Background: an optimization exercise with open tools, aiming at small area. Do not read the settings as production practice.
In this exercise RTL edits were held to simulation tests only and were not proved equivalent to the original.
The flow treats the clock pin as an ideal source. Dropping or thinning the clock tree relies on that and would not hold on a real chip.
Power is estimated from default activity; no workload was simulated.

## pcs_8b_10b
module pcs_8b_10b(clk, reset, tx_rd_in, tx_char_val, tx_data_in, tx_data_out, rx_rd_in, rx_char_val, rx_data_in, rx_data_out);
Size: ~190 cells after synthesis, ~42 I/O pins, ~1800 um2 of cells after synthesis.
clock: 4.0 ns
lec_check: 0
cap_margin: 20
core_margin: 2
core_utilization: 60
gpl_timing_driven: 0
place_density: 0.7
slew_margin: 20
standard.sh (not shown) runs the stock make flow with config.mk's settings and CLKGATE_MAP_FILE= SYNTH_SCRIPT=/design/flow/synth_recipe.tcl, a recipe that flattens the netlist after the stock synthesis.
==> flow/flow/run.sh <==
#!/bin/bash
# Own layout flow: the standard layout (standard.sh) with three changes.
#  1. Synthesis is the standard script (synth_recipe.tcl) with the combinational
#     mapping step changed: no half/full-adder extraction and an area-oriented
#     ABC mapping (flow/area.abc). Registers are made by the same Yosys passes as
#     in the standard synthesis, so they keep their names and cell types.
#  2. Ports are buffered with sky130_fd_sc_hd__buf_1 instead of the default.
#  3. The clock tree is built by flow/cts_pre.tcl (a few clock buffers, each
#     driving one group of nearby clock pins) in place of clock_tree_synthesis.
# Each tool's output goes to a log file of its own in the work folder.
set -euo pipefail
WORK="$(cd "$(dirname "$0")/.." && pwd)"
cd "$WORK"

# synthesis script: the standard one with our mapping step
sed -e "s#@AREA_ABC@#$WORK/flow/area.abc#" flow/synth_pre.tcl > "$WORK/own_synth.tcl"
tail -n +2 synth_recipe.tcl >> "$WORK/own_synth.tcl"

# the standard make line, with our synthesis script
sed -e "s#SYNTH_SCRIPT=[^ ]*#SYNTH_SCRIPT=$WORK/own_synth.tcl#" standard.sh > own_standard.sh

bash own_standard.sh synth > "$WORK/log_synth.txt" 2>&1

export PRE_CTS_TCL="$WORK/flow/cts_pre.tcl"
export BUFFER_PORTS_ARGS="-buffer_cell sky130_fd_sc_hd__buf_1"
bash own_standard.sh > "$WORK/log_layout.txt" 2>&1
test -s out/final.def
==> flow/flow/area.abc <==
strash
&get -n
&dch -f
&nf -R 1000 -p -C 32 -F 8
&put
topo
==> flow/flow/cts_pre.tcl <==
# Clock tree: the clock pins are split into CLK_GROUPS groups (k-means on their
# positions, default 3) and each group gets one buffer (CLKBUF_CELL, default
# sky130_fd_sc_hd__clkbuf_8) at its centre, driven by the clock port. This
# replaces clock_tree_synthesis for this small design; the rest of the standard
# CTS step (legalisation, timing repair) runs as usual.
proc clock_tree_synthesis { args } {
  set cell sky130_fd_sc_hd__clkbuf_8
  if { [info exists ::env(CLKBUF_CELL)] } { set cell $::env(CLKBUF_CELL) }
  set k 3
  if { [info exists ::env(CLK_GROUPS)] } { set k $::env(CLK_GROUPS) }
  set block [ord::get_db_block]
  set clk_net [$block findNet clk]
  set master [[ord::get_db] findMaster $cell]
  set sinks {}
  set xs {}
  set ys {}
  foreach it [$clk_net getITerms] {
    set box [[$it getInst] getBBox]
    lappend sinks $it
    lappend xs [expr { ([$box xMin] + [$box xMax]) / 2.0 }]
    lappend ys [expr { ([$box yMin] + [$box yMax]) / 2.0 }]
  }
  set n [llength $sinks]
  # initial centres: sinks in x order, evenly spaced
  set order [lsort -real -indices $xs]
  set cx {}
  set cy {}
  for { set g 0 } { $g < $k } { incr g } {
    set i [lindex $order [expr { int(($g + 0.5) * $n / $k) }]]
    lappend cx [lindex $xs $i]
    lappend cy [lindex $ys $i]
  }
  for { set iter 0 } { $iter < 50 } { incr iter } {
    set assign {}
    for { set i 0 } { $i < $n } { incr i } {
      set best 0
      set bd 1e30
      for { set g 0 } { $g < $k } { incr g } {
        set d [expr { abs([lindex $xs $i] - [lindex $cx $g]) + abs([lindex $ys $i] - [lindex $cy $g]) }]
        if { $d < $bd } { set bd $d; set best $g }
      }
      lappend assign $best
    }
    set ncx {}
    set ncy {}
    for { set g 0 } { $g < $k } { incr g } {
      set m 0; set ax 0.0; set ay 0.0
      for { set i 0 } { $i < $n } { incr i } {
        if { [lindex $assign $i] == $g } {
          set ax [expr { $ax + [lindex $xs $i] }]
          set ay [expr { $ay + [lindex $ys $i] }]
          incr m
        }
      }
      if { $m > 0 } {
        lappend ncx [expr { $ax / $m }]
        lappend ncy [expr { $ay / $m }]
      } else {
        lappend ncx [lindex $cx $g]
        lappend ncy [lindex $cy $g]
      }
    }
    set cx $ncx
    set cy $ncy
  }
  for { set g 0 } { $g < $k } { incr g } {
    set buf [odb::dbInst_create $block $master clkbuf_$g]
    set net [odb::dbNet_create $block clknet_$g]
    $net setSigType CLOCK
    set m 0
    for { set i 0 } { $i < $n } { incr i } {
      if { [lindex $assign $i] == $g } {
        set it [lindex $sinks $i]
        $it disconnect
        $it connect $net
        incr m
      }
    }
    [$buf findITerm A] connect $clk_net
    [$buf findITerm X] connect $net
    $buf setLocation [expr { int([lindex $cx $g]) }] [expr { int([lindex $cy $g]) }]
    $buf setPlacementStatus PLACED
    puts "clock buffer clkbuf_$g ($cell) drives $m clock pins"
  }
  set_propagated_clock [all_clocks]
}
Other scripts of this flow, unchanged in this note and not shown: flow/flow/synth_pre.tcl
The first run finished clean.
==> next run, changes <==
==> flow/flow/area.abc (replaced) <==
strash
&get -n
&dch -f
&nf -p -C 32 -F 8 -D 2400
&put
topo
Effect: Via count went down by 0.79%; area after synthesis went up by 0.82%; sequential share of layout area went down by 1.0 points; die area went up by 0.76%; setup slack got worse by 180 ps; hold slack got worse by 18 ps; sequential cell count is unchanged; clock skew went up by 29 ps; sequential power went down by about 0.7%.
==> next run, changes <==
==> flow/flow/area.abc (replaced) <==
strash
&get -n
&dch -f
&nf -R 50 -p -C 32 -F 8
&put
topo
--- a/flow/flow/cts_pre.tcl
+++ b/flow/flow/cts_pre.tcl
@@ -7,5 +7,5 @@
   set cell sky130_fd_sc_hd__clkbuf_8
   if { [info exists ::env(CLKBUF_CELL)] } { set cell $::env(CLKBUF_CELL) }
-  set k 3
+  set k 2
   if { [info exists ::env(CLK_GROUPS)] } { set k $::env(CLK_GROUPS) }
   set block [ord::get_db_block]
- CORE_UTILIZATION: 60 -> 80
- PLACE_DENSITY: 0.7 -> 0.95
Result: The new run produced a layout that fails on setup timing; wire length went up by 86%; final area went down by 2.7%; power goes up by 2.5%; synthesized area goes down by 0.82%; hold slack improved by 42 ps; setup slack gets worse by 220 ps; register-to-register slack loses 290 ps.
In every run of this note, the design's own scripts or RTL, not TritonCTS, make the clock network.

-- re-timing with driven ports --
How much do the figures lean on ideal ports? The routed layouts below were timed once more, with nothing changed but the port constraints. Step 1, drivers: a clkbuf_16 drives clk and a buf_2 each remaining input, both assumed. Step 2, shift: input delay + t, output delay - t, t = (earliest + latest rising clock arrival at the registers) / 2. This alone moves slack from input paths to output paths. a / b / c = no drivers / after step 1 / after step 2; a / b = the first two.
run | t, ns | slack for setup (ns) | hold WS [ns]
the first run | 0.188 | 0.369 / 0.390 / 0.202 | 0.318 / 0.318 / 0.318
the second run | 0.189 | 0.191 / 0.215 / 0.027 | 0.300 / 0.300 / 0.300
the third run | 0.212 | -0.026 / -0.035 / -0.248 | 0.342 / 0.342 / 0.342
The setup slack of the third run, which loses most, moves by -0.009 ns with the drivers and by -0.222 ns with both steps.
